This design comes from an exercise in tuning for small area and a short achievable clock period on the open sky130 flow, not from production work. Where RTL was checked, it was by simulation tests only, not by an equivalence proof against the original. No driver is modelled on the clock port, so clock power and skew are understated where the tree is cut down; a real chip needs a root buffer or a tree. Power and IR drop assume default switching activity.

Setup of amber:
## spi
module spi(MOSI, SS_n, clk, rst_n, MISO);
	input MOSI, SS_n, clk, rst_n;
	output MISO;
	wire [7:0] word, waddr, rd_data;
	wire ld_wd, ld_ra;
	spi_slave_interface slave(.MOSI(MOSI), .SS_n(SS_n), .clk(clk), .rst_n(rst_n), .MISO(MISO),
		.word(word), .waddr(waddr), .ld_wd(ld_wd), .ld_ra(ld_ra), .rd_data(rd_data));
	ram mem(.clk(clk), .word(word), .waddr(waddr), .ld_wd(ld_wd), .ld_ra(ld_ra), .rd_data(rd_data));
endmodule
clock: 5.5 ns
lec_check: 0
cap_margin: 20
core_margin: 2
core_utilization: 40
cts_cluster_diameter: 100
cts_cluster_size: 30
setup_slack_margin: 3.5
slew_margin: 20
standard.sh (not shown) runs the stock make flow with config.mk's settings and CLKGATE_MAP_FILE= SYNTH_SCRIPT=/design/flow/synth_recipe.tcl, a recipe that flattens the netlist after the stock synthesis.
==> flow/flow/run.sh <==
#!/bin/bash
# The standard layout, except that the top of the clock tree is rebuilt after
# CTS: the clock port drives four buffers, one per region of the die, and each
# of those drives the leaf buffers of its region (see retree.tcl). Every tool's
# output goes to a log file of its own in this folder.
set -euo pipefail
R=orfs/results/sky130hd/spi/base
bash standard.sh cts > log_1_std_to_cts.txt 2>&1
cat > retree_run.tcl <<TCL
read_db $R/4_cts.odb
set NQ 4
source flow/retree.tcl
detailed_placement
check_placement
write_db $R/4_cts.odb
TCL
openroad -no_init -exit retree_run.tcl > log_2_retree.txt 2>&1
bash standard.sh finish > log_3_std_finish.txt 2>&1
Other scripts of this flow, unchanged in this note and not shown: flow/flow/retree.tcl
The following lists how garnet was set up differently from amber:
-- flow/flow/run.sh --
<<< amber, line 10
read_db $R/4_cts.odb
set NQ 4
source flow/retree.tcl
detailed_placement
>>> garnet, line 10
read_db $R/4_cts.odb
set NQ 4
set REGION_CELL {sky130_fd_sc_hd__buf_16 A X}
set LEAF_CELL {sky130_fd_sc_hd__buf_12 A X}
source flow/retree.tcl
detailed_placement
### Flow results
Count of standard-cell rows: amber vs garnet identical
Of garnet and amber, the lower cell area belongs to garnet.
garnet vs amber: clock network power down by a few percent
On met2 track utilization from global routing, garnet and amber are neck and neck.
From amber to garnet the numbers moved as follows: maximum frequency higher; aggregate global-route resource usage did not really move; non-clock buffer total of the final layout has increased; final critical delay including setup and external delays -46 ps; post-synthesis to final-layout area growth went down 0.74 points.
No run of this note included a check of the RTL's function; only the layout flow was run. In garnet the design's own scripts or RTL, not TritonCTS, make the clock network.

---

Setup of oak:
Another version of the RTL of spi (not shown whole).
For scale: ~2900 cells after synthesis, ~2100 flip-flops, roughly 5 I/O pins.
export LEC_CHECK = 0
export CAP_MARGIN = 20
export CORE_MARGIN = 2
export CORE_UTILIZATION = 60
export CTS_CLUSTER_DIAMETER = 100
export CTS_CLUSTER_SIZE = 30
export SETUP_SLACK_MARGIN = 3.5
export SLEW_MARGIN = 20
create_clock -name core_clock -period 5.5 [get_ports {clk}]
==> flow/flow/run.sh <==
#!/bin/bash
# The standard layout, except that the top of the clock tree is rebuilt after
# CTS: the clock port drives four buffers, one per region of the die, and each
# of those drives the leaf buffers of its region (see retree.tcl). Every tool's
# output goes to a log file of its own in this folder.
set -euo pipefail
R=orfs/results/sky130hd/spi/base
bash standard.sh cts > log_1_std_to_cts.txt 2>&1
cat > retree_run.tcl <<TCL
read_db $R/4_cts.odb
set NQ 4
set REGION_CELL {sky130_fd_sc_hd__buf_16 A X}
set LEAF_CELL {sky130_fd_sc_hd__buf_12 A X}
source flow/retree.tcl
detailed_placement
check_placement
write_db $R/4_cts.odb
TCL
openroad -no_init -exit retree_run.tcl > log_2_retree.txt 2>&1
bash standard.sh finish > log_3_std_finish.txt 2>&1
Other scripts of this flow, unchanged in this note and not shown: flow/flow/retree.tcl
oak completed; timing, DRC and antenna clean
[inputs] pine vs oak
# oak
export LEC_CHECK = 0
export CAP_MARGIN = 20
export CORE_MARGIN = 2
export CORE_UTILIZATION = 60
export CTS_CLUSTER_DIAMETER = 100
export CTS_CLUSTER_SIZE = 30
export SETUP_SLACK_MARGIN = 3.5
export SLEW_MARGIN = 20
create_clock -name core_clock -period 5.5 [get_ports {clk}]
# pine
export LEC_CHECK = 0
export CAP_MARGIN = 20
export CORE_MARGIN = 2
export CORE_UTILIZATION = 40
export CTS_CLUSTER_DIAMETER = 100
export CTS_CLUSTER_SIZE = 30
export SETUP_SLACK_MARGIN = 3.5
export SLEW_MARGIN = 20
create_clock -name core_clock -period 5.5 [get_ports {clk}]
Findings:
Of pine and oak, pine shows the lower post-route minimum period, with oak above it. Compared to oak, pine has wire length on met3 about 30% lower. oak has higher worst slack at placement than pine. Note that the global-route wire length before repair recorded for oak amounts to 1.05 times the value seen in pine. Count of buffers not belonging to the clock network in the layout (lower): pine. oak → pine: worst slack on hold paths now larger, power consumption flat, die area went up by about 50%, global-route met3 utilization lost 1.2 points. Side by side, slack of the critical path turned out higher in pine than in oak. After detailed routing, oak needs more wire than pine.
[inputs] birch vs pine
# pine
export LEC_CHECK = 0
export CAP_MARGIN = 20
export CORE_MARGIN = 2
export CORE_UTILIZATION = 40
export CTS_CLUSTER_DIAMETER = 100
export CTS_CLUSTER_SIZE = 30
export SETUP_SLACK_MARGIN = 3.5
export SLEW_MARGIN = 20
create_clock -name core_clock -period 5.5 [get_ports {clk}]
# birch
export LEC_CHECK = 0
export CAP_MARGIN = 20
export CORE_MARGIN = 2
export CORE_UTILIZATION = 46
export CTS_CLUSTER_DIAMETER = 100
export CTS_CLUSTER_SIZE = 30
export SETUP_SLACK_MARGIN = 3.5
export SLEW_MARGIN = 20
create_clock -name core_clock -period 5.5 [get_ports {clk}]
--- a/flow/flow/run.sh
+++ b/flow/flow/run.sh
@@ -4 +4,2 @@
-# of those drives the leaf buffers of its region (see retree.tcl). Every tool's
+# of those drives the leaf buffers of its region (see retree.tcl); and mux4_1
+# cells become mux4_2, which is smaller. Every tool's
@@ -14,0 +16,7 @@
+# mux4_2 has the pins and function of mux4_1 in less area (and more drive)
+set m2 [[ord::get_db] findMaster sky130_fd_sc_hd__mux4_2]
+set nswap 0
+foreach inst [[ord::get_db_block] getInsts] {
+  if {[[\$inst getMaster] getName] eq "sky130_fd_sc_hd__mux4_1"} { \$inst swapMaster \$m2; incr nswap }
+}
+puts "swapped \$nswap mux4_1 to mux4_2"
Notes after the runs:
Diff birch and pine: fill cell total of the finished layout higher in pine. pine → birch: met3 track demand over resource in global routing went up by 0.22 points, area of the die has decreased, final area now sits lower. Final setup slack of the worst path delta (birch − pine): unfavourable. On clock power, birch does better than pine. birch vs pine — well-tap cell count dropped 221. Compared with pine, birch shows clock-buffer cell count lower by 2.
For maple, these inputs were changed with respect to birch:
# birch
export LEC_CHECK = 0
export CAP_MARGIN = 20
export CORE_MARGIN = 2
export CORE_UTILIZATION = 46
export CTS_CLUSTER_DIAMETER = 100
export CTS_CLUSTER_SIZE = 30
export SETUP_SLACK_MARGIN = 3.5
export SLEW_MARGIN = 20
create_clock -name core_clock -period 5.5 [get_ports {clk}]
# maple
export LEC_CHECK = 0
export CAP_MARGIN = 20
export CORE_MARGIN = 2
export CORE_UTILIZATION = 40
export CTS_CLUSTER_DIAMETER = 70
export CTS_CLUSTER_SIZE = 30
export SETUP_SLACK_MARGIN = 3.5
export SLEW_MARGIN = 20
create_clock -name core_clock -period 5.5 [get_ports {clk}]
### Flow results
- Shortest period the worst path allows improves in maple relative to birch.
- maple went all the way through synthesis, placement and routing and the layout is clean on timing, DRC and antenna.
- Going from birch to maple, the maximum vdd drop was found to have gone up by about 5%.
- Comparing birch and maple, the higher worst setup slack is on maple.
- On maple: number of tapcells is 16% higher than what birch gave.
- Diff birch -> maple: overall die width went up by 7.1%; global-route usage over all layers moved down; utilization of the core after routing went down by 5.8 points.
- maple: post-placement setup slack higher than birch
Changes in cedar relative to maple:
# maple
export LEC_CHECK = 0
export CAP_MARGIN = 20
export CORE_MARGIN = 2
export CORE_UTILIZATION = 40
export CTS_CLUSTER_DIAMETER = 70
export CTS_CLUSTER_SIZE = 30
export SETUP_SLACK_MARGIN = 3.5
export SLEW_MARGIN = 20
create_clock -name core_clock -period 5.5 [get_ports {clk}]
# cedar
export LEC_CHECK = 0
export CAP_MARGIN = 20
export CORE_MARGIN = 2
export CORE_UTILIZATION = 40
export CTS_CLUSTER_DIAMETER = 100
export CTS_CLUSTER_SIZE = 30
export SETUP_SLACK_MARGIN = 3.6
export SLEW_MARGIN = 20
create_clock -name core_clock -period 5.5 [get_ports {clk}]
## What came out
- As far as flip-flop and latch area is concerned, cedar and maple perform about the same.
- The share of final layout cell area taken by clock buffers and inverters number comes out lower for cedar vs maple.
- cedar vs maple — number of ordinary and repair buffers in the finished layout rose 10.
No run of this note takes its clock network from TritonCTS; it comes from the design's own scripts or RTL.

## static timing again, ports no longer ideal
In the flow no input, the clock included, has a driving cell. The finished layouts below were timed again as built, in two steps. Step 1 (the two cells are an assumption about what drives the block):
set clk [get_ports {clk}]
set_driving_cell -lib_cell sky130_fd_sc_hd__clkbuf_16 $clk
set_driving_cell -lib_cell sky130_fd_sc_hd__buf_2 [delete_from_list [all_inputs] $clk]
Step 2 also shifts input and output timing later by t, the mid clock arrival at the registers, as if the neighbouring blocks saw the same clock. a / b / c = ideal / step 1 / step 2; a / b = the first two.
run | shift t [ns] | setup slack, ns | hold WS [ns]
amber | 0.647 | 3.438 / 3.296 / 3.176 | 0.314 / 0.314 / 0.314
garnet | 0.617 | 3.484 / 3.327 / 3.150 | 0.318 / 0.318 / 0.318
oak | 0.623 | 3.486 / 3.322 / 2.989 | 0.304 / 0.304 / 0.304
pine | 0.623 | 3.493 / 3.339 / 2.988 | 0.326 / 0.326 / 0.326
birch | 0.615 | 3.471 / 3.340 / 2.993 | 0.305 / 0.305 / 0.305
maple | 0.621 | 3.493 / 3.338 / 2.979 | 0.310 / 0.310 / 0.310
cedar | 0.621 | 3.500 / 3.372 / 3.028 | 0.313 / 0.313 / 0.313
After both steps every run listed still meets setup and hold. For maple, which loses most, drivers alone change the setup slack by -0.155 ns; drivers and shift together by -0.514 ns.
